From an optimization exercise on the open Yosys and OpenROAD flow, aimed at small area, a short achievable clock period and few clock cycles per item; shortcuts taken in it are not production practice. Where RTL was checked, it was by simulation tests only, not by an equivalence proof against the original. For run 2, only the layout was checked, not whether the RTL still works.

[flow/design.v]
`timescale 1 ns / 1 ps 
(* CORE_GENERATION_INFO="xillybus_wrapper,hls_ip_2014_4,{HLS_INPUT_TYPE=c,HLS_INPUT_FLOAT=0,HLS_INPUT_FIXED=0,HLS_INPUT_PART=xc7z020clg400-1,HLS_INPUT_CLOCK=10.000000,HLS_INPUT_ARCH=others,HLS_SYN_CLOCK=6.380000,HLS_SYN_LAT=2,HLS_SYN_TPT=none,HLS_SYN_MEM=0,HLS_SYN_DSP=1,HLS_SYN_FF=30,HLS_SYN_LUT=10}" *)
module xillybus_wrapper (
        ap_clk,
        ap_rst,
        in_r_dout,
        in_r_empty_n,
        in_r_read,
        out_r_din,
        out_r_full_n,
        out_r_write
);
parameter    ap_const_logic_1 = 1'b1;
parameter    ap_const_logic_0 = 1'b0;
parameter    ap_ST_st1_fsm_0 = 3'b1;
parameter    ap_ST_st2_fsm_1 = 3'b10;
parameter    ap_ST_st3_fsm_2 = 3'b100;
parameter    ap_const_lv32_0 = 32'b00000000000000000000000000000000;
parameter    ap_const_lv1_1 = 1'b1;
parameter    ap_const_lv32_1 = 32'b1;
parameter    ap_const_lv32_2 = 32'b10;
parameter    ap_const_lv32_10 = 32'b10000;
parameter    ap_const_lv32_17 = 32'b10111;
parameter    ap_const_lv32_8 = 32'b1000;
parameter    ap_const_lv32_F = 32'b1111;
parameter    ap_const_lv22_556 = 22'b10101010110;
parameter    ap_const_lv32_C = 32'b1100;
parameter    ap_const_lv32_15 = 32'b10101;
parameter    ap_true = 1'b1;
input   ap_clk;
input   ap_rst;
input  [31:0] in_r_dout;
input   in_r_empty_n;
output   in_r_read;
output  [31:0] out_r_din;
input   out_r_full_n;
output   out_r_write;
reg in_r_read;
reg out_r_write;
reg   [7:0] r_reg_130;
(* fsm_encoding = "none" *) reg   [2:0] ap_CS_fsm;
reg    ap_sig_cseq_ST_st1_fsm_0;
reg    ap_sig_bdd_26;
wire   [8:0] tmp1_fu_88_p2;
reg   [8:0] tmp1_reg_135;
reg   [9:0] y_reg_140;
reg    ap_sig_cseq_ST_st2_fsm_1;
reg    ap_sig_bdd_41;
reg    ap_sig_cseq_ST_st3_fsm_2;
reg    ap_sig_bdd_51;
wire   [7:0] g_fu_70_p4;
wire   [7:0] b_fu_56_p1;
wire   [8:0] b_cast_fu_84_p1;
wire   [8:0] g_cast_fu_80_p1;
wire   [9:0] tmp1_cast_fu_97_p1;
wire   [9:0] r_cast_fu_94_p1;
wire   [9:0] tmp_3_fu_100_p2;
wire   [9:0] mul_fu_110_p0;
wire   [21:0] mul_fu_110_p2;
reg   [2:0] ap_NS_fsm;
wire   [21:0] mul_fu_110_p00;
always @ (posedge ap_clk)
begin : ap_ret_ap_CS_fsm
    if (ap_rst == 1'b1) begin
        ap_CS_fsm <= ap_ST_st1_fsm_0;
    end else begin
        ap_CS_fsm <= ap_NS_fsm;
    end
end
always @(posedge ap_clk)
begin
    if (((ap_const_logic_1 == ap_sig_cseq_ST_st1_fsm_0) & ~(in_r_empty_n == ap_const_logic_0))) begin
        r_reg_130 <= {{in_r_dout[ap_const_lv32_17 : ap_const_lv32_10]}};
        tmp1_reg_135 <= tmp1_fu_88_p2;
    end
end
always @(posedge ap_clk)
begin
    if ((ap_const_logic_1 == ap_sig_cseq_ST_st2_fsm_1)) begin
        y_reg_140 <= {{mul_fu_110_p2[ap_const_lv32_15 : ap_const_lv32_C]}};
    end
end
always @ (ap_sig_bdd_26)
begin
    if (ap_sig_bdd_26) begin
        ap_sig_cseq_ST_st1_fsm_0 = ap_const_logic_1;
    end else begin
        ap_sig_cseq_ST_st1_fsm_0 = ap_const_logic_0;
    end
end
always @ (ap_sig_bdd_41)
begin
    if (ap_sig_bdd_41) begin
        ap_sig_cseq_ST_st2_fsm_1 = ap_const_logic_1;
    end else begin
        ap_sig_cseq_ST_st2_fsm_1 = ap_const_logic_0;
    end
end
always @ (ap_sig_bdd_51)
begin
    if (ap_sig_bdd_51) begin
        ap_sig_cseq_ST_st3_fsm_2 = ap_const_logic_1;
    end else begin
        ap_sig_cseq_ST_st3_fsm_2 = ap_const_logic_0;
    end
end
always @ (in_r_empty_n or ap_sig_cseq_ST_st1_fsm_0)
begin
    if (((ap_const_logic_1 == ap_sig_cseq_ST_st1_fsm_0) & ~(in_r_empty_n == ap_const_logic_0))) begin
        in_r_read = ap_const_logic_1;
    end else begin
        in_r_read = ap_const_logic_0;
    end
end
always @ (out_r_full_n or ap_sig_cseq_ST_st3_fsm_2)
begin
    if (((ap_const_logic_1 == ap_sig_cseq_ST_st3_fsm_2) & ~(out_r_full_n == ap_const_logic_0))) begin
        out_r_write = ap_const_logic_1;
    end else begin
        out_r_write = ap_const_logic_0;
    end
end
always @ (in_r_empty_n or out_r_full_n or ap_CS_fsm)
begin
    case (ap_CS_fsm)
        ap_ST_st1_fsm_0 : 
        begin
            if (~(in_r_empty_n == ap_const_logic_0)) begin
                ap_NS_fsm = ap_ST_st2_fsm_1;
            end else begin
                ap_NS_fsm = ap_ST_st1_fsm_0;
            end
        end
        ap_ST_st2_fsm_1 : 
        begin
            ap_NS_fsm = ap_ST_st3_fsm_2;
        end
        ap_ST_st3_fsm_2 : 
        begin
            if (~(out_r_full_n == ap_const_logic_0)) begin
                ap_NS_fsm = ap_ST_st1_fsm_0;
            end else begin
                ap_NS_fsm = ap_ST_st3_fsm_2;
            end
        end
        default : 
        begin
            ap_NS_fsm = 'bx;
        end
    endcase
end
always @ (ap_CS_fsm)
begin
    ap_sig_bdd_26 = (ap_CS_fsm[ap_const_lv32_0] == ap_const_lv1_1);
end
always @ (ap_CS_fsm)
begin
    ap_sig_bdd_41 = (ap_const_lv1_1 == ap_CS_fsm[ap_const_lv32_1]);
end
always @ (ap_CS_fsm)
begin
    ap_sig_bdd_51 = (ap_const_lv1_1 == ap_CS_fsm[ap_const_lv32_2]);
end
assign b_cast_fu_84_p1 = b_fu_56_p1;
assign b_fu_56_p1 = in_r_dout[7:0];
assign g_cast_fu_80_p1 = g_fu_70_p4;
assign g_fu_70_p4 = {{in_r_dout[ap_const_lv32_F : ap_const_lv32_8]}};
assign mul_fu_110_p0 = mul_fu_110_p00;
assign mul_fu_110_p00 = tmp_3_fu_100_p2;
assign mul_fu_110_p2 = (mul_fu_110_p0 * $signed('h556));
assign out_r_din = y_reg_140;
assign r_cast_fu_94_p1 = r_reg_130;
assign tmp1_cast_fu_97_p1 = tmp1_reg_135;
assign tmp1_fu_88_p2 = (b_cast_fu_84_p1 + g_cast_fu_80_p1);
assign tmp_3_fu_100_p2 = (tmp1_cast_fu_97_p1 + r_cast_fu_94_p1);
endmodule  
[flow/run.sh]
#!/bin/bash
# synth_recipe.tcl (not shown) runs the flow's synth.tcl, then flattens the netlist and writes it again
# the make line also repeats each setting of config.mk as NAME=value (left out here)
make -C /OpenROAD-flow-scripts/flow DESIGN_CONFIG=/design/flow/config.mk WORK_HOME=/design/flow/orfs CLKGATE_MAP_FILE= SYNTH_SCRIPT=/design/flow/synth_recipe.tcl finish
[flow/config.mk]
export PLATFORM = sky130hd
export DESIGN_NAME = xillybus_wrapper
export DESIGN_NICKNAME = xillybus_wrapper
export VERILOG_FILES = /design/flow/design.v
export SDC_FILE = /design/flow/constraint.sdc
export NUM_CORES = 4
export LEC_CHECK = 0
export CAP_MARGIN = 20
export CORE_MARGIN = 2
export CORE_UTILIZATION = 40
export SLEW_MARGIN = 20
[flow/constraint.sdc]
create_clock -name core_clock -period 7.0 [get_ports {ap_clk}]
set_input_delay 1.4000 -clock core_clock [delete_from_list [all_inputs] [get_ports {ap_clk}]]
set_output_delay 1.4000 -clock core_clock [all_outputs]
set_load 0.01 [all_outputs]
==> results of run 1 <==
==> per-layer routing <==
layer  wire length (um)  vias to the layer above  global-route usage
li1                   -                     1232                   -
met1               2730                     1091               0.177
met2               2940                       51               0.229
met3                216                        2              0.0258
met4                 52                        0              0.0348
met5                  0                        -                   0
==> cell families (layout without fill, tap and decap cells) <==
group | count (synthesis) | in the layout | synth area share
flip-flops | 29 | 29 | 0.237
other | 1 | 23 | 0.00106
adder cells (fa/ha/maj) | 98 | 98 | 0.393
AO/OA/AOI/OAI | 65 | 65 | 0.122
buffers and inverters | 71 | 92 | 0.0995
XOR/XNOR | 30 | 30 | 0.0762
AND/OR/NAND/NOR | 50 | 50 | 0.0710
==> final timing paths <==
check | endpoint | depth (start not counted)
setup / recovery | y_reg_140[7] | 22
hold / removal | ap_CS_fsm[2] | 1
setup reg to reg | y_reg_140[7] | 22
hold reg to reg | ap_CS_fsm[2] | 1
==> synthesized netlist by cell type, types with 2 or more instances <==
master / instances
o21ai_1: 2
dfxtp_1: 3
a21oi_2: 2
xnor2_1: 15
inv_1: 46
edfxtp_1: 26
o21a_1: 3
ha_1: 76
a21o_1: 8
and3_1: 2
fa_1: 22
and2_1: 3
nand2_1: 13
buf_4: 23
nor3_1: 5
nand2b_1: 3
nor2b_1: 2
xor2_1: 14
nand4_1: 3
o21ai_0: 14
o211ai_1: 4
nor2_1: 13
clkbuf_1: 2
a21oi_1: 22
==> sequential cells by signal, summed over array words and instances, names as in the netlist <==
name / cells
ap_CS_fsm: 3
r_reg_130: 8
tmp1_reg_135: 9
y_reg_140: 9
==> worst max-delay path: stages (launching register included) <==
cell	delay (ps)
edfxtp_1	360
ha_1	240
fa_1	410
a21o_1	210
a21oi_2	170
nor2_1	60
o21a_1	200
o41ai_4	280
xnor2_1	200
ha_1	270
ha_1	330
fa_1	520
fa_1	530
inv_1	50
fa_1	490
inv_1	40
ha_1	310
a21oi_1	250
o211ai_1	170
o211ai_2	230
and4bb_1	240
nor3_2	50
xor2_1	140
==> stage by stage <==
stage	cell area, um2	std cells	setup WS (ps)
floorplan	3630	366	1380
global placement	3960	487	1010
detailed placement	3960	487	972
CTS	4050	495	932
global route	4050	495	591
finish	4050	495	971
==> layout make-up <==
| class | count | area (um2) | area share |
|---|---|---|---|
| sequential | 29 | 841 | 0.208 |
| timing repair buffer | 38 | 380 | 0.0940 |
| inverter | 46 | 173 | 0.0427 |
| multi-input combinational | 266 | 2430 | 0.602 |
| clock buffer | 6 | 72.6 | 0.0179 |
| tap | 108 | 135 | 0.0334 |
| clock inverter | 2 | 10.0 | 0.00247 |
==> results.ini, run 1 <==
[worst_setup_path]
crit_type=reg2reg
worst_setup_path_start_kind=flip-flop
r2r-start=tmp1_reg_135[0]
worstSetupStartpoint=tmp1_reg_135[0]
critPathCaptureType=flip-flop
crit_fanout=3
rrSetupSlack_ps=970
arrival_ps=6050
required_ps=7030

[logic_synthesis]
synthArstFlopShare=0
synth_cell_types=42
synth_edf_count=26
yosys_most_used_dff=edfxtp_1
synth_area_um2=3540
ys_warn_count=1
ys_ff_latch=29
synth_top_cell_by_area=ha_1
synth_cells=344
yosysSeqAreaShare=0.237
synthTopCellsByArea=ha_1 (27%), edfxtp_1 (22%), fa_1 (12%), buf_4 (4.9%), inv_1 (4.9%)
syn_avg_cell_area_um2=10.3
synth_top_area_share=0.268

[route]
vias_per_cell=4.80
drt_pre_antenna_iters=4
via_count=2376
ant_nets=0
drt-initial-drc-count=55
drt-wirelength-per-cell_um=12.0
drc_errors=0
postRouteWirelength_um=5940

[flow_run]
drv_cap=0

[finish]
final_common_cell=ha_1
nets=520
antennaDiodeCount=0
final_cell_mix=ha_1 (76), inv_1 (46), clkdlybuf4s50_1 (38)
utilization=0.468
fillers=826
area_delta_synth_final_pct=14.1
drive_above_1_share=0.0388

[clocking]
cts-buffers-inserted=5
cts_tree=done
clock-root-buffer=clkbuf_8
cts_sinks=29
clk_transition_reported_paths_ps=60
postCtsSetupRepairBufs=0
clockBufferDepth=2
clkLatencyLatePin_ps=270
cts_resized=0
postCtsHoldBufs=0
htreeDepth=2

[floorplan]
pin_count=70
coreArea_um2=8640
num_rows=34
die_h_um=98.1
start_util=0.410
dieArea_um2=9630
die_w_um=98.1

[global_routing]
overflow=0
grt_use_total=0.135
antenna_found_initial=0
grt_start_max_net_pins=19
grt_pass1_vias=2440
grt_pass1_wl_um=10600

[sta]
hold_violations=0
setup_viol=0
whs_ps=499
fin_skew_ps=5.40
fin_tns_setup_ps=0
final_max_slew_viol_count=0
fmax_mhz=166
finalCriticalPeriod_ps=6030
slew_headroom=0.478
worstMarginPinSlew_ps=783
finalCritPeriodShare=0.861
rsz0062_at_grt=false

[placed_design]
place_congestion=0.812
numPortBuffers=38
hpwl_um=5190

[run_status]
status=finished clean

[worst_hold_path]
hold_class=reg2reg
hold_start=ap_CS_fsm[0]

Testbench counts, summed over its fixed seeds: cycles 24,000, items 8,000.
==> run 2: changes to the inputs <==
==> flow/design.v (replaced) <==
module xillybus_wrapper (
    input         ap_clk,
    input         ap_rst,
    input  [31:0] in_r_dout,
    input         in_r_empty_n,
    output        in_r_read,
    output [31:0] out_r_din,
    input         out_r_full_n,
    output        out_r_write
);
    wire [9:0]  sum  = in_r_dout[23:16] + in_r_dout[15:8] + in_r_dout[7:0];
    wire [20:0] prod = sum * 11'd683;    
    reg        vld;
    reg  [7:0] y;
    wire ready = ~vld | out_r_full_n;
    assign in_r_read   = in_r_empty_n & ready;
    assign out_r_write = vld & out_r_full_n;
    assign out_r_din   = {24'd0, y};
    always @(posedge ap_clk) begin
        if (ap_rst) vld <= 1'b0;
        else if (ready) vld <= in_r_empty_n;
        if (ready) y <= prod[18:11];
    end
endmodule
==> results.ini, run 2 <==
[finish]
largest_register_ffs=8
regMostFlops=y
final_cell_mix=buf_4 (65), ha_1 (44), inv_1 (42)
fillers=530  ; -36%
area_delta_synth_final_pct=46.9
final_common_cell=buf_4
top_regs=y: 8 flops, vld: 1 flops
utilization=0.616  ; +0.147
antennaDiodeCount=0  ; unchanged
nets=512  ; -1.5%
drive_above_1_share=0.316  ; +0.277
instances_no_fill=457  ; -7.7%

[worst_setup_path]
critPathCaptureType=flip-flop
worst_r2r_path_depth=1  ; -95%
rrSetupSlack_ps=6040  ; +5070 ps
r2r-start=vld
reg2reg_to=y[0]
required_ps=7090  ; +60 ps
arrival_ps=6890  ; +840 ps
worstSetupStartpoint=in_r_dout[1]
crit_fanout=3  ; unchanged
worst_setup_path_start_kind=input port
crit_type=in2reg

[logic_synthesis]
synth_top_area_share=0.300  ; +0.0321
yosysSeqAreaShare=0.0961  ; -0.141
synth_cells=274  ; -20%
synthAdderAreaFrac=0.522  ; +0.130
muxShareOfSynthArea=0  ; unchanged
synth_cell_types=40  ; -4.8%
synth_area_um2=2710  ; -24%
syn_avg_cell_area_um2=9.88  ; -4.1%
ys_warn_count=1  ; unchanged
ys_ff_latch=9  ; -69%
synthTopCellsByArea=ha_1 (30%), fa_1 (22%), edfxtp_1 (8.9%), buf_4 (6.7%), inv_1 (6.2%)
yosys_most_used_dff=edfxtp_1
synth_edf_count=8  ; -69%
yosys.area_share.simple=0.0772  ; +0.00622
synth_commonest_cells=ha_1 (65), inv_1 (45), fa_1 (30)
synth_top_cell_by_area=ha_1
synth_top_family_by_area=adder cells
synth.most_common_cell=ha_1
synth-compound-area-share=0.116  ; -0.00650
synth_xor_xnor_area_share=0.0582  ; -0.0180
synthArstFlopShare=0  ; unchanged

[run_status]
status=finished clean

[sta]
fmax_mhz=147  ; -11%
setup_viol=0  ; unchanged
whs_ps=775  ; +275 ps
final_max_slew_viol_count=0  ; unchanged
fin_skew_ps=1.23  ; -4.17 ps
finalCritPeriodShare=0.972  ; +0.111
finalCriticalPeriod_ps=6800  ; +775 ps
hold_violations=0  ; unchanged

[global_routing]
grt_start_max_net_pins=11  ; -8
grt_use_total=0.152  ; +0.0177
use_met1=0.232  ; +0.0551
met2_usage=0.243  ; +0.0139
met3_usage=0.00857  ; -0.0172
grt_pass1_wl_um=9320  ; -12%
grt_pass1_vias=2153  ; -12%
overflow=0  ; unchanged
busiest_layer=met2
antenna_found_initial=0  ; unchanged

[route]
drc_errors=0  ; unchanged
postRouteWirelength_um=5480  ; -7.8%
via_count=2178  ; -8.3%
drt-wirelength-per-cell_um=12.0  ; about the same
drt-initial-drc-count=71  ; +29%
drt_pre_antenna_iters=5  ; +1
vias_per_cell=4.77  ; -0.71%
ant_nets=0  ; unchanged

[clocking]
htreeDepth=1  ; -1
clk_transition_reported_paths_ps=40  ; -20 ps
cts_tree=done
cts-buffers-inserted=3  ; -2
cts_sinks=9  ; -69%
clock-root-buffer=clkbuf_8
postCtsHoldBufs=0  ; unchanged
clkLatencyLatePin_ps=230  ; -40 ps
clockBufferDepth=2  ; unchanged

[worst_hold_path]
hold_class=reg2reg
worstHoldEndpoint=vld
holdPathStages=2  ; +1
hold_start=vld

[flow_run]
drv_cap=0  ; unchanged

[floorplan]
die_w_um=86.3  ; -12%
coreArea_um2=6460  ; -25%
dieArea_um2=7440  ; -23%
start_util=0.419  ; +0.00876
pin_count=70  ; unchanged
num_rows=29  ; -15%
die_h_um=86.3  ; -12%

[placed_design]
hpwl_um=4490  ; -14%
numPortBuffers=37  ; -2.6%
place_congestion=0.838  ; +3.2%
dpl.cell_count=442  ; -9.2%

[run 2: worst max path at each step]
stage / to
after floorplan: y[5]
after global placement: y[5]
after detailed placement: y[5]
after CTS: y[4]
after global routing: y[4]
final: y[4]
[run 2: metal layers]
layer,wire length [um],vias up
li1,-,1110
met1,2650,1019
met2,2620,43
met3,133,6
met4,63,0
met5,0,-
[run 2: what timing repair did]
item | 4_1_cts | 5_1_grt
endpoints found under the setup margin | 8 | 8
buffers inserted | 7 | 4
pin swaps | 38 | 34
resized for setup | 36 | 21
hold endpoints to repair | 0 | 0
[run 2: final cells by class]
class	count	area, um2	share of cell area
tap	77	96.3	0.0242
sequential	9	260	0.0654
multi-input combinational	219	2540	0.638
clock buffer	4	45.0	0.0113
inverter	45	169	0.0425
timing repair buffer	103	871	0.219
[run 2: worst max-delay path, cell delays in order]
cell,delay (ps)
clkdlybuf4s50_1,450
inv_1,50
fa_1,510
inv_2,50
ha_4,160
fa_2,360
a21oi_4,150
o21ai_2,80
o21a_1,200
nor2_4,110
xnor2_2,140
ha_4,250
ha_4,270
fa_1,420
fa_1,490
inv_1,50
fa_1,520
inv_2,50
ha_4,260
o21a_1,110
o211ai_2,100
o2bb2ai_2,160
or4_1,470
nand4_1,110
[run 2: cell families (layout without fill, tap and decap cells)]
family          Yosys count  count (layout)
compound gates           44              44
fa+ha+maj                95              95
other cells               1              24
buf+inv                  69             152
flops                     9               9
xor+xnor                 18              18
simple gates             38              38
[run 2: metrics by stage]
stage                     setup WS (ps)  area [um2]  setup TNS [ps]
final                               196        3980               0
after global routing              -39.4        3980            -105
after CTS                          19.5        3800               0
after detailed placement           -615        3500           -3920
after global placement             -595        3500           -3740
after floorplan                    12.8        2800               0
==> run 3: changes to the inputs <==
==> flow/design.v (replaced) <==
module xillybus_wrapper (
    input         ap_clk,
    input         ap_rst,
    input  [31:0] in_r_dout,
    input         in_r_empty_n,
    output        in_r_read,
    output [31:0] out_r_din,
    input         out_r_full_n,
    output        out_r_write
);
    function [1:0] step3(input [1:0] m, input b);
        case ({m, b})
            3'b000: step3 = 2'd0;
            3'b001: step3 = 2'd1;
            3'b010: step3 = 2'd2;
            3'b011: step3 = 2'd0;
            3'b100: step3 = 2'd1;
            3'b101: step3 = 2'd2;
            default: step3 = 2'bxx;
        endcase
    endfunction
    wire [7:0] R = in_r_dout[23:16];
    wire [7:0] G = in_r_dout[15:8];
    wire [7:0] B = in_r_dout[7:0];
    reg        vld;
    reg  [9:0] s;
    wire ready = ~vld | out_r_full_n;
    assign in_r_read   = in_r_empty_n & ready;
    assign out_r_write = vld & out_r_full_n;
    always @(posedge ap_clk) begin
        if (ap_rst) vld <= 1'b0;
        else if (ready) vld <= in_r_empty_n;
        if (ready) s <= R + G + B;
    end
    reg [1:0] m [0:10];
    reg [7:0] q;
    integer i;
    always @* begin
        m[10] = 2'd0;
        for (i = 9; i >= 0; i = i - 1) m[i] = step3(m[i+1], s[i]);
        for (i = 0; i < 8; i = i + 1) q[i] = m[i+1][1] | (m[i+1][0] & s[i]);
    end
    assign out_r_din = {24'd0, q};
endmodule
--- a/flow/config.mk
+++ b/flow/config.mk
@@ -6,6 +6,8 @@
 export NUM_CORES = 4
 export LEC_CHECK = 0
+export ABC_CLOCK_PERIOD_IN_PS = 3400
 export CAP_MARGIN = 20
 export CORE_MARGIN = 2
 export CORE_UTILIZATION = 40
+export SETUP_SLACK_MARGIN = 3.6
 export SLEW_MARGIN = 20
==> results.ini, run 3 <==
[global_routing]
met2_usage=0.294  ; +0.0507
use_met1=0.214  ; -0.0172
antenna_found_initial=0  ; unchanged
busiest_layer=met2
grt_use_total=0.167  ; +0.0145
overflow=0  ; unchanged
grt_pass1_vias=1541  ; -28%
grt_start_max_net_pins=12  ; +1
met3_usage=0.0102  ; +0.00166
grt_pass1_wl_um=6710  ; -28%

[sta]
setup_viol=0  ; unchanged
fmax_mhz=259  ; +76%
finalCritPeriodShare=0.552  ; -0.420
whs_ps=745  ; -29.6 ps
final_max_slew_viol_count=0  ; unchanged
finalCriticalPeriod_ps=3870  ; -2940 ps
fin_tns_setup_ps=0  ; unchanged
rsz0062_at_grt=true
hold_violations=0  ; unchanged
fin_ws_ps=3130  ; +2940 ps
fin_skew_ps=8.04  ; +6.81 ps

[finish]
fillers=373  ; -30%
final_cell_mix=buf_4 (37), conb_1 (24), clkdlybuf4s50_1 (14)
top_regs=s: 10 flops, vld: 1 flops
drive_above_1_share=0.330  ; +0.0139
area_delta_synth_final_pct=45.3
largest_register_ffs=10  ; +2
nets=326  ; -36%
multi_input_area_um2=1300  ; -49%
final_common_cell=buf_4
register_area_um2=320  ; +23%
regMostFlops=s
antennaDiodeCount=0  ; unchanged

[logic_synthesis]
synth_top_cell_by_area=edfxtp_1
synth_top_area_share=0.177  ; -0.123
yosysSeqAreaShare=0.189  ; +0.0931
synth_edf_count=10  ; +2
synth.most_common_cell=buf_4
synth_cell_types=49  ; +23%
syn_avg_cell_area_um2=8.38  ; -15%
synthTopCellsByArea=edfxtp_1 (18%), buf_4 (12%), fa_1 (11%), ha_1 (5.2%), a21oi_1 (4.1%)
ys_ff_latch=11  ; +2
synthArstFlopShare=0  ; unchanged
synth_cells=202  ; -26%
synth_area_um2=1690  ; -37%
synth_commonest_cells=buf_4 (26), inv_1 (18), a21oi_1 (14)
ys_warn_count=2  ; +1
yosys_most_used_dff=edfxtp_1

[worst_hold_path]
holdPathStages=3  ; +1
hold_class=reg2reg
hold_start=vld
worstHoldEndpoint=vld

[route]
drt-wirelength-per-cell_um=13.1  ; +9.6%
drt_pre_antenna_iters=4  ; -1
drt-initial-drc-count=141  ; +99%
drc_errors=0  ; unchanged
ant_nets=0  ; unchanged
vias_per_cell=5.15  ; +8.1%
postRouteWirelength_um=4240  ; -23%
via_count=1664  ; -24%

[clocking]
clockBufferDepth=2  ; unchanged
cts-buffers-inserted=3  ; unchanged
htreeDepth=1  ; unchanged
cts_tree=done
cts_sinks=11  ; +2
clkLatencyLatePin_ps=230  ; about the same
clk_transition_reported_paths_ps=50  ; about the same
clock-root-buffer=clkbuf_8

[worst_setup_path]
required_ps=5600  ; -1490 ps
arrival_ps=2470  ; -4420 ps
max_stage_delay_ps=390  ; -130 ps
worst_r2r_path_depth=2  ; +1
critPathSlowestCell=edfxtp_1
critPathCaptureType=primary output
path_cells=buf_6, nor3b_4, or3_1, a32oi_2, nand2_2, buf_6, a211o_1, o211a_1, a32oi_2, buf_2
rrSetupSlack_ps=6070  ; +30 ps
crit_type=reg2out
worst_setup_path_start_kind=flip-flop
r2r-start=vld
reg2reg_to=s[9]
crit_fanout=5  ; +2

[floorplan]
die_h_um=69.1  ; -20%
pin_count=70  ; unchanged
num_rows=23  ; -21%
coreArea_um2=4030  ; -38%
dieArea_um2=4770  ; -36%
die_w_um=69.1  ; -20%
start_util=0.420  ; +0.000969

[run_status]
status=finished clean

[placed_design]
place_congestion=0.833  ; -0.57%
pre_cts_ws_ps=2530  ; +3150 ps
numPortBuffers=37  ; unchanged
hpwl_um=2480  ; -45%

[flow_run]
drv_cap=0  ; unchanged

[run 3: stage by stage]
step                      area (um2)   util  std cells
after floorplan                 1790      -        225
after global placement          1970  0.489        276
after detailed placement        1970  0.489        276
after CTS                       2360  0.586        317
after global routing            2460  0.611        323
final                           2460  0.611        323
[run 3: cell families (layout without fill, tap and decap cells)]
group	count (synthesis)	after routing	share of synthesized area
other	1	24	0.00222
AOI/OAI and AO/OA	59	59	0.239
buffers and inverters	54	102	0.188
xor gates and xnor gates	9	9	0.0466
and+or+nand+nor	52	52	0.177
DFF	11	11	0.189
adders and majority gates	16	16	0.158
[run 3: worst max-delay path by stage]
| stage | start | slack [ps] | depth (start not counted) | end |
|---|---|---|---|---|
| after global placement | s[6] | 2540 | 8 | out_r_din[0] |
| after floorplan | s[5] | 3600 | 8 | out_r_din[0] |
| final | s[6] | 3130 | 10 | out_r_din[0] |
| after detailed placement | out_r_full_n | 2530 | 4 | in_r_read |
| after CTS | s[6] | 3170 | 10 | out_r_din[0] |
| after global routing | s[7] | 3020 | 10 | out_r_din[0] |
[run 3: layout make-up]
type	count	area share
clock buffers	4	0.0183
inverters	18	0.0290
multi-input cells	160	0.527
flip-flops and latches	11	0.130
well taps	50	0.0254
repair buffers	80	0.270
[run 3: repair_timing]
item                       in CTS  in global routing
setup buffers                  37                  6
hold buffers                    0                  0
setup endpoints to repair      14                 13
pin swaps                      21                 20
gates resized for setup        79                 26
cloned                          0                  0
[run 3: worst max-delay path: cells and delay by family (launching register included)]
| kind | cells | cell delay (ps) |
|---|---|---|
| AO/OA/AOI/OAI | 4 | 770 |
| buffers and inverters | 3 | 440 |
| flip-flops | 1 | 390 |
| AND/OR/NAND/NOR | 3 | 640 |
[run 3: routing by layer]
layer	vias to the layer above	routed length, um
met5	-	0
met3	6	194
met1	790	1740
li1	799	-
met2	69	2250
met4	0	53
Testbench counts of run 3, summed over its fixed seeds: cycles 8,008, items 8,000.
==> run 4: changes to the inputs <==
==> flow/flow/run.sh (new file) <==
#!/bin/bash
# Standard ORFS layout with two changes: every port buffer starts as a
# sky130_fd_sc_hd__buf_1 (the resizer may still resize it), and the constant
# outputs share the one tie cell synthesis made instead of one tie cell each.
set -euo pipefail
bash standard.sh SKIP_REPAIR_TIE_FANOUT=1 \
  "BUFFER_PORTS_ARGS=-buffer_cell sky130_fd_sc_hd__buf_1" finish > standard_flow.log 2>&1
==> flow/standard.sh (new file) <==
#!/bin/bash
# synth_recipe.tcl (not shown) runs the flow's synth.tcl, then flattens the netlist and writes it again
# the make line also repeats each setting of config.mk as NAME=value (left out here)
make -C /OpenROAD-flow-scripts/flow DESIGN_CONFIG=/design/flow/config.mk WORK_HOME=/design/flow/orfs CLKGATE_MAP_FILE= SYNTH_SCRIPT=/design/flow/synth_recipe.tcl "${@:-finish}"
--- a/flow/config.mk
+++ b/flow/config.mk
@@ -6,8 +6,7 @@
 export NUM_CORES = 4
 export LEC_CHECK = 0
-export ABC_CLOCK_PERIOD_IN_PS = 3400
 export CAP_MARGIN = 20
 export CORE_MARGIN = 2
-export CORE_UTILIZATION = 40
+export CORE_UTILIZATION = 60
 export SETUP_SLACK_MARGIN = 3.6
 export SLEW_MARGIN = 20
removed: flow/run.sh
==> results.ini, run 4 <==
[floorplan]
die_h_um=57.1  ; -17%
dieArea_um2=3260  ; -32%
die_w_um=57.1  ; -17%
start_util=0.625  ; +0.204
coreArea_um2=2710  ; -33%
pin_count=70  ; unchanged
num_rows=19  ; -17%

[run_status]
status=finished clean

[clocking]
cts-buffers-inserted=3  ; unchanged
clock-root-buffer=clkbuf_4
clk_transition_reported_paths_ps=60  ; about the same
cts_tree=done
htreeDepth=1  ; unchanged
cts_sinks=11  ; unchanged
clkLatencyLatePin_ps=260  ; +30 ps
clockBufferDepth=2  ; unchanged

[logic_synthesis]
synthTopCellsByArea=edfxtp_1 (18%), buf_4 (12%), fa_1 (11%), ha_1 (5.2%), a21oi_1 (4.1%)
synth_edf_count=10  ; unchanged
yosysSeqAreaShare=0.189  ; unchanged
synth_top_area_share=0.177  ; unchanged
synth_top_cell_by_area=edfxtp_1
synth_cells=202  ; unchanged
syn_avg_cell_area_um2=8.38  ; unchanged
yosys_most_used_dff=edfxtp_1
synth_commonest_cells=buf_4 (26), inv_1 (18), a21oi_1 (14)
ys_warn_count=2  ; unchanged
synth_area_um2=1690  ; unchanged
synthArstFlopShare=0  ; unchanged
ys_ff_latch=11  ; unchanged
synth.most_common_cell=buf_4
synth_cell_types=49  ; unchanged

[finish]
drive_above_1_share=0.266  ; -0.0638
top_regs=s: 10 flops, vld: 1 flops
utilization=0.740  ; +0.129
final_cell_mix=buf_1 (33), buf_4 (25), inv_1 (17)
regMostFlops=s
nets=290  ; -11%
largest_register_ffs=10  ; unchanged
area_delta_synth_final_pct=18.4
antennaDiodeCount=0  ; unchanged
fillers=202  ; -46%
register_area_um2=320  ; unchanged
multi_input_area_um2=1180  ; -9.2%
final_common_cell=buf_1

[worst_setup_path]
worst_setup_path_start_kind=flip-flop
worstSetupStartpoint=s[7]
critPathSlowestCell=edfxtp_1
path_cells=and3b_1, or3_1, a32oi_2, nand2_2, buf_6, nor2_2, o31ai_1, a221o_1, buf_2
crit_type=reg2out
max_stage_delay_ps=510  ; +120 ps
critPathCaptureType=primary output
r2r-start=vld
arrival_ps=2540  ; +70 ps
critical_path_buf_inv_count=2  ; -1
crit_fanout=7  ; +2
required_ps=5600  ; about the same
crit_family=simple AND/OR/NAND/NOR gates

[route]
ant_nets=0  ; unchanged
via_count=1591  ; -4.4%
vias_per_cell=5.94  ; +15%
postRouteWirelength_um=4100  ; -3.2%
drc_errors=0  ; unchanged
drt-wirelength-per-cell_um=15.3  ; +17%
drt_pre_antenna_iters=5  ; +1
drt-initial-drc-count=219  ; +55%

[sta]
fin_tns_setup_ps=0  ; unchanged
fin_skew_ps=0.672  ; -7.37 ps
hold_violations=0  ; unchanged
rsz0062_at_grt=true
finalCriticalPeriod_ps=3940  ; +73.8 ps
finalCritPeriodShare=0.563  ; +0.0105
final_max_slew_viol_count=0  ; unchanged
fmax_mhz=254  ; -1.9%
setup_viol=0  ; unchanged

[global_routing]
busiest_layer=met2
met3_usage=0.0363  ; +0.0260
grt_pass1_wl_um=6530  ; -2.8%
met2_usage=0.481  ; +0.187
grt_start_max_net_pins=25  ; +13
grt_pass1_vias=1586  ; +2.9%
antenna_found_initial=0  ; unchanged
use_met1=0.268  ; +0.0535
overflow=0  ; unchanged
grt_use_total=0.256  ; +0.0894

[placed_design]
hpwl_um=2500  ; +0.63%
place_congestion=0.779  ; -6.5%
numPortBuffers=37  ; unchanged

[worst_hold_path]
hold_start=vld
hold_class=reg2reg

[flow_run]
drv_cap=0  ; unchanged

run 4: cell counts after synthesis:
No cell type changed its count.
run 4: per-stage QoR:
stage / instance area, um2 / hold slack (ps) / instances / setup slack (ps)
after global routing: 2000 / 758 / 268 / 2960
after floorplan: 1700 / 734 / 202 / 3600
after CTS: 1920 / 705 / 265 / 3150
after global placement: 1630 / 839 / 234 / 3020
final: 2000 / 705 / 268 / 3060
after detailed placement: 1630 / 839 / 234 / 2840
run 4: final cells by class:
cell class | instances | area share
flip-flops and latches | 11 | 0.160
clock buffers | 4 | 0.0131
repair buffers | 66 | 0.185
inverters | 18 | 0.0356
well taps | 31 | 0.0194
multi-input cells | 138 | 0.587
run 4: worst paths after layout:
kind                  end  slack [ps]  cells past startpoint
max          out_r_din[1]        3060                      9
min                   vld         700                      3
max reg2reg          s[9]        6130                      2
min reg2reg           vld         700                      3
run 4: worst reg2reg max path, stage by stage (launching register included):
cell and delay, ps:
dfxtp_1 330, nand2b_4 70, buf_4 180
run 4: per-layer routing:
layer	routed length (um)	part of all wire	up-vias
met2	2200	0.54	82
met5	0	0	-
met4	73	0.018	0
met1	1540	0.38	740
li1	-	-	757
met3	286	0.070	12
run 4: what timing repair did:
action,in CTS,in global routing
endpoints found under the setup margin,7,9
pin swaps,10,5
setup buffers,26,3
hold endpoints to repair,0,0
gates cloned,1,0
resized for setup,18,18
hold buffers,0,0
run 4: kinds of logic after synthesis:
group                      share of synthesized area
and+or+nand+nor                                0.177
buffers and inverters                          0.188
adders and majority gates                      0.158
DFF                                            0.189
xor gates and xnor gates                      0.0466
other                                        0.00222
AOI/OAI and AO/OA                              0.239
==> run 5: changes to the inputs <==
--- a/flow/config.mk
+++ b/flow/config.mk
@@ -6,7 +6,8 @@
 export NUM_CORES = 4
 export LEC_CHECK = 0
+export ABC_AREA = 1
 export CAP_MARGIN = 20
 export CORE_MARGIN = 2
 export CORE_UTILIZATION = 60
-export SETUP_SLACK_MARGIN = 3.6
+export SETUP_SLACK_MARGIN = 3.7
 export SLEW_MARGIN = 20
==> results.ini, run 5 <==
[floorplan]
dieArea_um2=2630  ; -19%
die_w_um=51.3  ; -10%
coreArea_um2=2170  ; -20%
die_h_um=51.3  ; -10%
pin_count=70  ; unchanged
start_util=0.619  ; -0.00528
num_rows=17  ; -2

[finish]
drive_above_1_share=0.291  ; +0.0247
fillers=171  ; -15%
antennaDiodeCount=0  ; unchanged
multi_input_area_um2=908  ; -23%
utilization=0.720  ; -0.0199
nets=232  ; -20%
final_common_cell=buf_1
regMostFlops=s
area_delta_synth_final_pct=16.2
register_area_um2=320  ; unchanged
postLayoutCellArea_um2=1560  ; -22%
top_regs=s: 10 flops, vld: 1 flops
largest_register_ffs=10  ; unchanged
final_cell_mix=buf_1 (34), inv_1 (24), nand2_1 (16)

[sta]
rsz0062_at_grt=true
fmax_mhz=282  ; +11%
fin_skew_ps=5.32  ; +4.64 ps
fin_tns_setup_ps=0  ; unchanged
setup_viol=0  ; unchanged
fin_ws_ps=3450  ; +392 ps
hold_violations=0  ; unchanged
final_max_slew_viol_count=0  ; unchanged
finalCriticalPeriod_ps=3550  ; -392 ps
finalCritPeriodShare=0.507  ; -0.0561
whs_ps=797  ; +92.3 ps

[placed_design]
numPortBuffers=37  ; unchanged
place_area_um2=1360  ; -17%
place_congestion=0.703  ; -9.8%
pre_cts_ws_ps=3440  ; +596 ps
hpwl_um=1770  ; -29%

[logic_synthesis]
synth_edf_count=10  ; unchanged
synthAdderAreaFrac=0.199  ; +0.0411
synthArstFlopShare=0  ; unchanged
yosysSeqAreaShare=0.238  ; +0.0492
synth_xor_xnor_area_share=0.0391  ; -0.00746
synth_top_cell_by_area=edfxtp_1
syn_avg_cell_area_um2=8.50  ; +1.5%
muxShareOfSynthArea=0  ; unchanged
ys_warn_count=2  ; unchanged
ys_ff_latch=11  ; unchanged
yosys.area_share.simple=0.260  ; +0.0831
synthTopCellsByArea=edfxtp_1 (22%), fa_1 (13%), buf_4 (13%), inv_1 (7.3%), nand3_1 (6.7%)
synth.most_common_cell=inv_1
yosys_most_used_dff=edfxtp_1
synth_cell_types=22  ; -55%
synth_top_family_by_area=simple AND/OR/NAND/NOR gates
synth_area_um2=1340  ; -21%
synth_top_area_share=0.223  ; +0.0461
synth_cells=158  ; -22%
synth-compound-area-share=0.0540  ; -0.185
synth_commonest_cells=inv_1 (26), buf_4 (24), nand2_1 (24)

[worst_setup_path]
arrival_ps=2150  ; -390 ps
required_ps=5600  ; about the same
rrSetupSlack_ps=6010  ; -120 ps
r2r-start=vld
worst_r2r_path_depth=1  ; -1
crit_type=reg2out
reg2reg_to=s[1]
critPathCaptureType=primary output
crit_fanout=5  ; -2
worst_setup_path_start_kind=flip-flop

[worst_hold_path]
hold_start=vld
holdPathStages=2  ; -1
hold_class=reg2reg
worstHoldEndpoint=vld

[clocking]
cts-buffers-inserted=3  ; unchanged
clkLatencyLatePin_ps=270  ; about the same
postCtsHoldBufs=0  ; unchanged
cts_sinks=11  ; unchanged
clockBufferDepth=2  ; unchanged
htreeDepth=1  ; unchanged
cts_tree=done
clock-root-buffer=clkbuf_4
clk_transition_reported_paths_ps=70  ; about the same

[global_routing]
grt_use_total=0.172  ; -0.0842
overflow=0  ; unchanged
grt_pass1_vias=937  ; -41%
grt_start_max_net_pins=25  ; unchanged
grt_pass1_wl_um=3460  ; -47%
antenna_found_initial=0  ; unchanged

[flow_run]
drv_cap=0  ; unchanged

[run_status]
status=finished clean

[route]
drc_errors=0  ; unchanged
vias_per_cell=5.07  ; -15%
drt-initial-drc-count=16  ; -93%
drt_pre_antenna_iters=4  ; -1
postRouteWirelength_um=2140  ; -48%
via_count=1050  ; -34%
drt-wirelength-per-cell_um=10.3  ; -33%
ant_nets=0  ; unchanged

## run 5: cell count changes after synthesis, moves of 8 or more
cell / previous run / this run
o21ai_0: 12 / 3
nand2_1: 8 / 24
nor2_1: 12 / 1
inv_1: 18 / 26
nand3_1: 0 / 18
## run 5: per-layer routing
layer,global-route usage,part of all wire,vias up
met5,0,0,-
met4,0.105,0.013,0
met3,0.00877,0.051,2
met2,0.318,0.49,36
met1,0.192,0.44,483
li1,-,-,529
## run 5: what timing repair did
action | in CTS | in global routing
buffers inserted | 1 | 3
pin swaps | 5 | 10
setup endpoints to repair | 3 | 6
resized for setup | 27 | 9
endpoints found under the hold margin | 0 | 0
## run 5: worst max-delay path by stage
stage / start / end / slack (ps) / depth (start not counted)
2_1_floorplan: in_r_dout[19] / s[8] / 3700 / 11
6_report: s[9] / out_r_din[0] / 3450 / 16
5_1_grt: s[9] / out_r_din[0] / 3290 / 18
3_5_place_dp: in_r_dout[19] / s[8] / 3440 / 12
3_3_place_gp: in_r_dout[1] / s[9] / 3460 / 10
4_1_cts: s[9] / out_r_din[0] / 3460 / 18
## run 5: worst max-delay path, stage by stage, from the launching register on
cell and delay [ps]:
edfxtp_1 420, inv_1 90, nand2_2 70, nand2_2 110, nand3_4 140, nand2_4 130
nand2_8 70, nand2_4 70, nand2_4 70, nand2_4 70, nand3b_4 90, nand2_2 90
nand2_4 60, buf_4 140, nand4_1 70, nand2_1 50, buf_2 130
## run 5: layout make-up
cell class,instances,area share
repair buffers,41,0.111
clock buffers,3,0.0144
flip-flops and latches,11,0.205
well taps,28,0.0224
inverters,26,0.0625
clock inverters,1,0.00321
multi-input cells,97,0.582
## run 5: per-stage QoR
stage                     std cells
after floorplan                 158
after global placement          199
after detailed placement        199
after CTS                       204
after global routing            207
final                           207
## run 5: cells by family (layout without fill, tap and decap cells)
kind of cell,Yosys count,in the layout
xor gates and xnor gates,6,6
buffers and inverters,50,71
and+or+nand+nor,61,61
other,1,1
DFF,11,11
adders and majority gates,16,16
AOI/OAI and AO/OA,13,13
==> run 6: changes to the inputs <==
--- a/flow/config.mk
+++ b/flow/config.mk
@@ -8,6 +8,6 @@
 export ABC_AREA = 1
 export CAP_MARGIN = 20
-export CORE_MARGIN = 2
-export CORE_UTILIZATION = 60
-export SETUP_SLACK_MARGIN = 3.7
+export CORE_AREA = 2.3 2.72 61.64 61.2
+export DIE_AREA = 0 0 64 64
+export SETUP_SLACK_MARGIN = 3.4
 export SLEW_MARGIN = 20
==> results.ini, run 6 <==
[route]
drc_errors=0  ; unchanged
drt-wirelength-per-cell_um=8.88  ; -14%
vias_per_cell=4.46  ; -12%
postRouteWirelength_um=1990  ; -6.9%
via_count=999  ; -4.9%
ant_nets=0  ; unchanged
drt_pre_antenna_iters=4  ; unchanged
drt-initial-drc-count=18  ; +2

[global_routing]
antenna_found_initial=0  ; unchanged
grt_pass1_wl_um=3300  ; -4.6%
overflow=0  ; unchanged
grt_start_max_net_pins=25  ; unchanged
grt_pass1_vias=885  ; -5.5%
grt_use_total=0.0987  ; -0.0731

[logic_synthesis]
synth_xor_xnor_area_share=0.0391  ; unchanged
synth_cells=158  ; unchanged
synth_edf_count=10  ; unchanged
synth_cell_types=22  ; unchanged
ys_ff_latch=11  ; unchanged
synth_top_area_share=0.223  ; unchanged
yosys.area_share.simple=0.260  ; unchanged
synthAdderAreaFrac=0.199  ; unchanged
muxShareOfSynthArea=0  ; unchanged
synth_area_um2=1340  ; unchanged
synth_top_family_by_area=simple AND/OR/NAND/NOR gates
yosys_most_used_dff=edfxtp_1
synth_commonest_cells=inv_1 (26), buf_4 (24), nand2_1 (24)
synthTopCellsByArea=edfxtp_1 (22%), fa_1 (13%), buf_4 (13%), inv_1 (7.3%), nand3_1 (6.7%)
synth.most_common_cell=inv_1
yosysSeqAreaShare=0.238  ; unchanged
ys_warn_count=2  ; unchanged
synth_top_cell_by_area=edfxtp_1
synthArstFlopShare=0  ; unchanged
syn_avg_cell_area_um2=8.50  ; unchanged
synth-compound-area-share=0.0540  ; unchanged

[finish]
largest_register_ffs=10  ; unchanged
regMostFlops=s
nets=231  ; -0.43%
antennaDiodeCount=0  ; unchanged
instances_no_fill=224  ; +8.2%
final_common_cell=buf_1
utilization=0.460  ; -0.260
drive_above_1_share=0.258  ; -0.0321
postLayoutCellArea_um2=1560  ; -0.24%
final_cell_mix=buf_1 (36), inv_1 (25), nand2_1 (14)
fillers=323  ; +89%
area_delta_synth_final_pct=15.9
top_regs=s: 10 flops, vld: 1 flops

[placed_design]
dpl.cell_count=217  ; +9.0%
numPortBuffers=37  ; unchanged
place_area_um2=1360  ; +0.18%
pre_cts_ws_ps=3330  ; -103 ps
hpwl_um=1660  ; -6.0%
place_congestion=0.735  ; +4.6%

[worst_setup_path]
critPathCaptureType=primary output
required_ps=5600  ; about the same
crit_fanout=5  ; unchanged
worst_r2r_path_depth=1  ; unchanged
crit_type=reg2out
worst_setup_path_start_kind=flip-flop
arrival_ps=2120  ; -30 ps

[floorplan]
die_h_um=64  ; +25%
dieArea_um2=4100  ; +55%
start_util=0.396  ; -0.223
num_rows=21  ; +4
die_w_um=64  ; +25%
coreArea_um2=3390  ; +56%
pin_count=70  ; unchanged

[sta]
fin_tns_setup_ps=0  ; unchanged
finalCriticalPeriod_ps=3520  ; -28.3 ps
rsz0062_at_grt=true
fin_skew_ps=2.51  ; -2.81 ps
setup_viol=0  ; unchanged
finalCritPeriodShare=0.503  ; -0.00404
hold_violations=0  ; unchanged
fin_ws_ps=3480  ; +28.3 ps
whs_ps=780  ; -17.1 ps
final_max_slew_viol_count=0  ; unchanged
fmax_mhz=284  ; +0.80%

[run_status]
status=finished clean

[worst_hold_path]
holdPathStages=2  ; unchanged
hold_class=reg2reg

[clocking]
postCtsHoldBufs=0  ; unchanged
cts-buffers-inserted=3  ; unchanged
clockBufferDepth=2  ; unchanged
clock-root-buffer=clkbuf_4
cts_sinks=11  ; unchanged
htreeDepth=1  ; unchanged
cts_tree=done
clkLatencyLatePin_ps=260  ; about the same
clk_transition_reported_paths_ps=60  ; about the same

[flow_run]
drv_cap=0  ; unchanged

==> run 6: cell counts after synthesis <==
No cell type changed its count.
==> run 6: cells by family (layout without fill, tap and decap cells) <==
group,Yosys count,count (layout)
AO/OA/AOI/OAI,13,13
XOR/XNOR,6,6
adder cells (fa/ha/maj),16,16
buffers and inverters,50,70
flip-flops,11,11
other,1,1
AND/OR/NAND/NOR,61,61
==> run 6: final cells by class <==
class | count | area, um2 | share of cell area
well taps | 46 | 57.6 | 0.0369
inverters | 26 | 97.6 | 0.0627
multi-input cells | 97 | 892 | 0.573
clock buffers | 3 | 22.5 | 0.0145
clock inverters | 1 | 5.00 | 0.00321
repair buffers | 40 | 163 | 0.104
flip-flops and latches | 11 | 320 | 0.206
==> run 6: critical path, cell delays in order (launching register included) <==
cell and delay, ps:
edfxtp_1 420, inv_1 90, nand2_2 70, nand2_2 110
nand3_4 130, nand2_4 120, nand2_8 70, nand2_4 70
nand2_4 80, nand2_4 80, nand3b_4 90, nand2_2 80
nand2_4 70, nand2_2 70, nand2_2 50, nand2_2 70
nand2_2 40, nand2_1 40, buf_2 120
==> run 6: final timing paths <==
check / from / end / slack [ps]
max: s[9] / out_r_din[0] / 3480
min: vld / vld / 780
min reg2reg: vld / vld / 780
max reg2reg: vld / s[4] / 6030
==> run 6: metal layers <==
layer / routed length (um) / global-route usage / vias to the layer above
li1: - / - / 529
met1: 827 / 0.115 / 442
met2: 1010 / 0.174 / 24
met3: 100 / 0.0106 / 4
met4: 47 / 0.0571 / 0
met5: 0 / 0 / -
==> run 6: what timing repair did <==
action | CTS | global route
resized for setup | 0 | 35
setup endpoints to repair | 0 | 3
buffers inserted | 0 | 3
endpoints found under the hold margin | 0 | 0
==> run 7: changes to the inputs <==
--- a/flow/config.mk
+++ b/flow/config.mk
@@ -10,4 +10,4 @@
 export CORE_AREA = 2.3 2.72 61.64 61.2
 export DIE_AREA = 0 0 64 64
-export SETUP_SLACK_MARGIN = 3.4
+export SETUP_SLACK_MARGIN = 3.0
 export SLEW_MARGIN = 20
==> results.ini, run 7 <==
[run_status]
status=finished clean

[global_routing]
antenna_found_initial=0  ; unchanged
grt_start_max_net_pins=25  ; unchanged
overflow=0  ; unchanged
grt_pass1_vias=885  ; unchanged
grt_pass1_wl_um=3300  ; unchanged
grt_use_total=0.0987  ; unchanged

[clocking]
cts_resized=0  ; unchanged
cts_sinks=11  ; unchanged
htreeDepth=1  ; unchanged
cts_tree=done
postCtsSetupRepairBufs=0  ; unchanged
postCtsHoldBufs=0  ; unchanged
cts-buffers-inserted=3  ; unchanged
clockBufferDepth=2  ; unchanged
clk_transition_reported_paths_ps=60  ; about the same
clkLatencyLatePin_ps=260  ; about the same
clock-root-buffer=clkbuf_4

[finish]
largest_register_ffs=10  ; unchanged
final_common_cell=buf_1
postLayoutCellArea_um2=1390  ; -11%
top_regs=s: 10 flops, vld: 1 flops
drive_above_1_share=0.114  ; -0.144
regMostFlops=s
final_cell_mix=buf_1 (37), inv_1 (26), nand2_1 (24)
nets=228  ; -1.3%
area_delta_synth_final_pct=3.26
antennaDiodeCount=0  ; unchanged

[flow_run]
drv_cap=0  ; unchanged

[sta]
final_max_slew_viol_count=0  ; unchanged
hold_violations=0  ; unchanged
whs_ps=780  ; +0.0360 ps
finalCriticalPeriod_ps=3530  ; +9.29 ps
finalCritPeriodShare=0.504  ; +0.00133
fin_tns_setup_ps=0  ; unchanged
setup_viol=0  ; unchanged
rsz0062_at_grt=false
fmax_mhz=283  ; -0.26%
fin_skew_ps=2.47  ; -0.0421 ps

[worst_setup_path]
crit_family=simple AND/OR/NAND/NOR gates
worst_setup_path_start_kind=flip-flop
arrival_ps=2130  ; about the same
path_common_cell=nand2_1
required_ps=5600  ; about the same
crit_type=reg2out
rrSetupSlack_ps=6030  ; about the same
max_stage_delay_ps=380  ; -40 ps
critPathSlowestCell=edfxtp_1
critPathCaptureType=primary output
path_cells=inv_1, nand2_1, nand2_1, nand3_2, nand2_4, nand2_4, nand2_2, nand2_4, nand2_2, nand3b_4, nand2_2, nand2_2, nand2_1, nand2_1, nand2_1, nand2_1, nand2_1, buf_1
critical_path_buf_inv_count=2  ; unchanged
crit_fanout=5  ; unchanged

[logic_synthesis]
ys_warn_count=2  ; unchanged
synthTopCellsByArea=edfxtp_1 (22%), fa_1 (13%), buf_4 (13%), inv_1 (7.3%), nand3_1 (6.7%)
synth_cell_types=22  ; unchanged
synth_area_um2=1340  ; unchanged
synthArstFlopShare=0  ; unchanged
synth_top_area_share=0.223  ; unchanged
synth_top_cell_by_area=edfxtp_1
synth_cells=158  ; unchanged
synth.most_common_cell=inv_1
yosysSeqAreaShare=0.238  ; unchanged
ys_ff_latch=11  ; unchanged
synth_edf_count=10  ; unchanged
yosys_most_used_dff=edfxtp_1
syn_avg_cell_area_um2=8.50  ; unchanged
synth_commonest_cells=inv_1 (26), buf_4 (24), nand2_1 (24)

[route]
drc_errors=0  ; unchanged
vias_per_cell=4.36  ; -2.2%
drt_pre_antenna_iters=4  ; unchanged
drt-wirelength-per-cell_um=8.25  ; -7.1%
postRouteWirelength_um=1820  ; -8.3%
ant_nets=0  ; unchanged
drt-initial-drc-count=11  ; -7
via_count=964  ; -3.5%

[placed_design]
numPortBuffers=37  ; unchanged
hpwl_um=1660  ; unchanged
place_congestion=0.735  ; unchanged
place_area_um2=1360  ; unchanged

[floorplan]
pin_count=70  ; unchanged
coreArea_um2=3390  ; unchanged
dieArea_um2=4100  ; unchanged
die_h_um=64  ; unchanged
die_w_um=64  ; unchanged
num_rows=21  ; unchanged
start_util=0.396  ; unchanged

[worst_hold_path]
hold_class=reg2reg

## run 7: cell count changes in the layout (fill, tap and decap cells not counted), sizes merged
cell,delta
buf,-3
## run 7: cells by family (layout without fill, tap and decap cells)
logic type | count (synthesis) | in the layout | synth area share
and+or+nand+nor | 61 | 61 | 0.260
xor gates and xnor gates | 6 | 6 | 0.0391
DFF | 11 | 11 | 0.238
AOI/OAI and AO/OA | 13 | 13 | 0.0540
other | 1 | 1 | 0.00279
adders and majority gates | 16 | 16 | 0.199
buffers and inverters | 50 | 67 | 0.207
## run 7: final timing paths
path	cells after the start	from	to
max	18	s[8]	out_r_din[0]
min	2	vld	vld
max reg2reg	1	vld	s[4]
min reg2reg	2	vld	vld
## run 7: layer usage
layer,vias to the layer above,global-route usage,share of wire
met5,-,0,0
met4,0,0.0571,0.026
li1,521,-,-
met3,4,0.0106,0.055
met1,415,0.115,0.43
met2,24,0.174,0.48
## run 7: stage by stage
stage	worst slack, ps	util	cells
finish	3470	0.409	221
global route	3180	0.409	221
CTS	3450	0.409	221
detailed placement	3330	0.401	217
global placement	3350	0.401	217
floorplan	3610	-	158
## run 7: tightest hold or removal path: stages (launching register included)
cell     delay, ps
dfxtp_1        320
nand2_1        320
a21oi_1        110
## run 7: final cells by class
type	instances	area [um2]
timing repair buffer	37	139
tap	46	57.6
clock inverter	1	5.00
clock buffer	3	22.5
fill	342	2000
inverter	26	97.6
multi-input combinational	97	746
sequential	11	320
==> run 8: changes to the inputs <==
--- a/flow/config.mk
+++ b/flow/config.mk
@@ -9,5 +9,7 @@
 export CAP_MARGIN = 20
 export CORE_AREA = 2.3 2.72 61.64 61.2
+export CTS_CLUSTER_DIAMETER = 100
+export CTS_CLUSTER_SIZE = 30
 export DIE_AREA = 0 0 64 64
-export SETUP_SLACK_MARGIN = 3.0
+export SETUP_SLACK_MARGIN = 3.6
 export SLEW_MARGIN = 20
==> results.ini, run 8 <==
[run_status]
status=finished clean

[sta]
hold_violations=0  ; unchanged
fmax_mhz=286  ; +0.92%
finalCritPeriodShare=0.500  ; -0.00460
fin_skew_ps=1.30  ; -1.17 ps
setup_viol=0  ; unchanged
final_max_slew_viol_count=0  ; unchanged
finalCriticalPeriod_ps=3500  ; -32.2 ps
fin_tns_setup_ps=0  ; unchanged
rsz0062_at_grt=true

[logic_synthesis]
synth_top_area_share=0.223  ; unchanged
ys_ff_latch=11  ; unchanged
synthTopCellsByArea=edfxtp_1 (22%), fa_1 (13%), buf_4 (13%), inv_1 (7.3%), nand3_1 (6.7%)
yosys_most_used_dff=edfxtp_1
synth_edf_count=10  ; unchanged
synth.most_common_cell=inv_1
yosysSeqAreaShare=0.238  ; unchanged
ys_warn_count=2  ; unchanged
syn_avg_cell_area_um2=8.50  ; unchanged
synth_top_cell_by_area=edfxtp_1
synthArstFlopShare=0  ; unchanged
synth_cell_types=22  ; unchanged
synth_area_um2=1340  ; unchanged
synth_cells=158  ; unchanged
synth_commonest_cells=inv_1 (26), buf_4 (24), nand2_1 (24)

[clocking]
clock-root-buffer=clkbuf_4
htreeDepth=1  ; unchanged
clkLatencyLatePin_ps=260  ; about the same
clk_transition_reported_paths_ps=60  ; about the same
cts-buffers-inserted=3  ; unchanged
clockBufferDepth=2  ; unchanged
cts_sinks=11  ; unchanged
cts_tree=done

[worst_hold_path]
hold_start=vld
hold_class=reg2reg

[route]
postRouteWirelength_um=2020  ; +11%
ant_nets=0  ; unchanged
drt-initial-drc-count=14  ; +3
vias_per_cell=4.51  ; +3.4%
drt_pre_antenna_iters=2  ; -2
drt-wirelength-per-cell_um=9.04  ; +9.6%
via_count=1006  ; +4.4%
drc_errors=0  ; unchanged

[worst_setup_path]
rrSetupSlack_ps=6030  ; about the same
crit_type=reg2out
reg2reg_to=s[4]
worst_setup_path_start_kind=flip-flop
critPathCaptureType=primary output
r2r-start=vld
worstSetupEndpoint=out_r_din[0]
worst_r2r_path_depth=1  ; unchanged
worstSetupStartpoint=s[8]
crit_fanout=5  ; unchanged
required_ps=5600  ; about the same
arrival_ps=2100  ; -30 ps

[finish]
area_delta_synth_final_pct=12.8
antennaDiodeCount=0  ; unchanged
regMostFlops=s
postLayoutCellArea_um2=1520  ; +9.2%
drive_above_1_share=0.237  ; +0.123
nets=230  ; +0.88%
final_common_cell=buf_1
final_cell_mix=buf_1 (34), inv_1 (25), nand2_1 (17)
top_regs=s: 10 flops, vld: 1 flops
largest_register_ffs=10  ; unchanged

[floorplan]
num_rows=21  ; unchanged
coreArea_um2=3390  ; unchanged
die_h_um=64  ; unchanged
start_util=0.396  ; unchanged
die_w_um=64  ; unchanged
pin_count=70  ; unchanged
dieArea_um2=4100  ; unchanged

[placed_design]
place_congestion=0.735  ; unchanged
numPortBuffers=37  ; unchanged
place_area_um2=1360  ; unchanged
hpwl_um=1660  ; unchanged

[global_routing]
grt_pass1_vias=920  ; +4.0%
antenna_found_initial=0  ; unchanged
grt_start_max_net_pins=25  ; unchanged
grt_pass1_wl_um=3490  ; +5.9%
overflow=0  ; unchanged
grt_use_total=0.105  ; +0.00598

[flow_run]
drv_cap=0  ; unchanged

## run 8: cell counts after synthesis
Identical to the previous run, type by type.
## run 8: routing by layer
layer	wire, um	global-route usage
met1	824	0.121
met2	1040	0.188
met3	101	0.0106
met4	48	0.0571
met5	0	0
## run 8: worst min path at each step
stage                     endpoint  slack [ps]  depth (start not counted)
final                          vld         780                          2
after global routing           vld         880                          2
after CTS                      vld         800                          2
after detailed placement       vld         790                          2
after global placement         vld         800                          2
after floorplan                vld         710                          2
## run 8: worst max-delay path: stages (launching register included)
cell      delay (ps)
edfxtp_1         410
inv_2             80
nand2_2           70
nand2_2          110
nand3_4          130
nand2_4          100
nand2_4           70
nand2_2           80
nand2_4           70
nand2_4           70
nand3b_4          80
nand2_2           70
nand2_2           70
nand2_1           80
nand2_1           50
nand2_1           60
nand2_1           50
nand2_1           50
buf_2            120
## run 8: cell families (layout without fill, tap and decap cells)
kind of cell,after synthesis,count (layout),synth area share
simple gates,61,61,0.260
fa+ha+maj,16,16,0.199
buf+inv,50,69,0.207
compound gates,13,13,0.0540
xor+xnor,6,6,0.0391
other cells,1,1,0.00279
flops,11,11,0.238
## run 8: metrics by stage
step                      instances  hold WS [ps]  worst slack (ps)  utilization
after floorplan                 158           708              3610            -
after detailed placement        217           791              3330        0.401
final                           223           780              3500        0.447
after CTS                       223           800              3500        0.437
after global placement          217           795              3350        0.401
after global routing            223           882              3290        0.447
## run 8: layout make-up
| cell class | count | area [um2] |
|---|---|---|
| clock inverter | 1 | 5.00 |
| sequential | 11 | 320 |
| inverter | 26 | 97.6 |
| clock buffer | 3 | 22.5 |
| multi-input combinational | 97 | 855 |
| timing repair buffer | 39 | 158 |
| tap | 46 | 57.6 |
| fill | 333 | 1870 |
## run 8: repair_timing
| action | in CTS | in global routing |
|---|---|---|
| setup endpoints to repair | 2 | 6 |
| buffers inserted | 2 | 0 |
| endpoints found under the hold margin | 0 | 0 |
| pin swaps | 10 | 6 |
| hold buffers | 0 | 0 |
| resized for setup | 18 | 11 |

[afterwards: timing with drivers on the ports]
No port has a modelled driver above. Below, the same layouts with a new extraction and two added sets of constraints. Step 1, drivers: a clkbuf_16 drives ap_clk and a buf_2 each remaining input, both assumed. Step 2 adds t to the input delays and takes it off the output delays; t is the mean of the earliest and latest rising clock arrival at the registers after step 1. Input paths then give back, and output paths get back, about the clock's delay inside the block. a / b / c = no drivers / after step 1 / after step 2; a / b = the first two.
run | t (ns) | setup WS [ns] | hold WS [ns] | clock arrival spread, ns
run 1 | 0.299 | 0.971 / 0.971 / 0.971 | 0.499 / 0.499 / 0.499 | 0.005 / 0.005
run 2 | 0.251 | 0.196 / 0.190 / -0.060 | 0.775 / 0.775 / 0.775 | 0.001 / 0.001
run 3 | 0.254 | 3.134 / 3.110 / 3.364 | 0.745 / 0.745 / 0.745 | 0.008 / 0.008
run 4 | 0.283 | 3.060 / 3.039 / 3.323 | 0.705 / 0.705 / 0.705 | 0.001 / 0.001
run 5 | 0.286 | 3.452 / 3.431 / 3.443 | 0.797 / 0.797 / 0.797 | 0.005 / 0.006
run 6 | 0.280 | 3.481 / 3.460 / 3.376 | 0.780 / 0.780 / 0.780 | 0.003 / 0.002
run 7 | 0.280 | 3.471 / 3.450 / 3.340 | 0.780 / 0.780 / 0.780 | 0.003 / 0.002
run 8 | 0.281 | 3.503 / 3.483 / 3.477 | 0.780 / 0.780 / 0.780 | 0.002 / 0.001
With both steps, setup timing fails in run 2, where it was met with ideal ports. The setup slack of run 2, which loses most, moves by -0.006 ns with the drivers and by -0.256 ns with both steps.
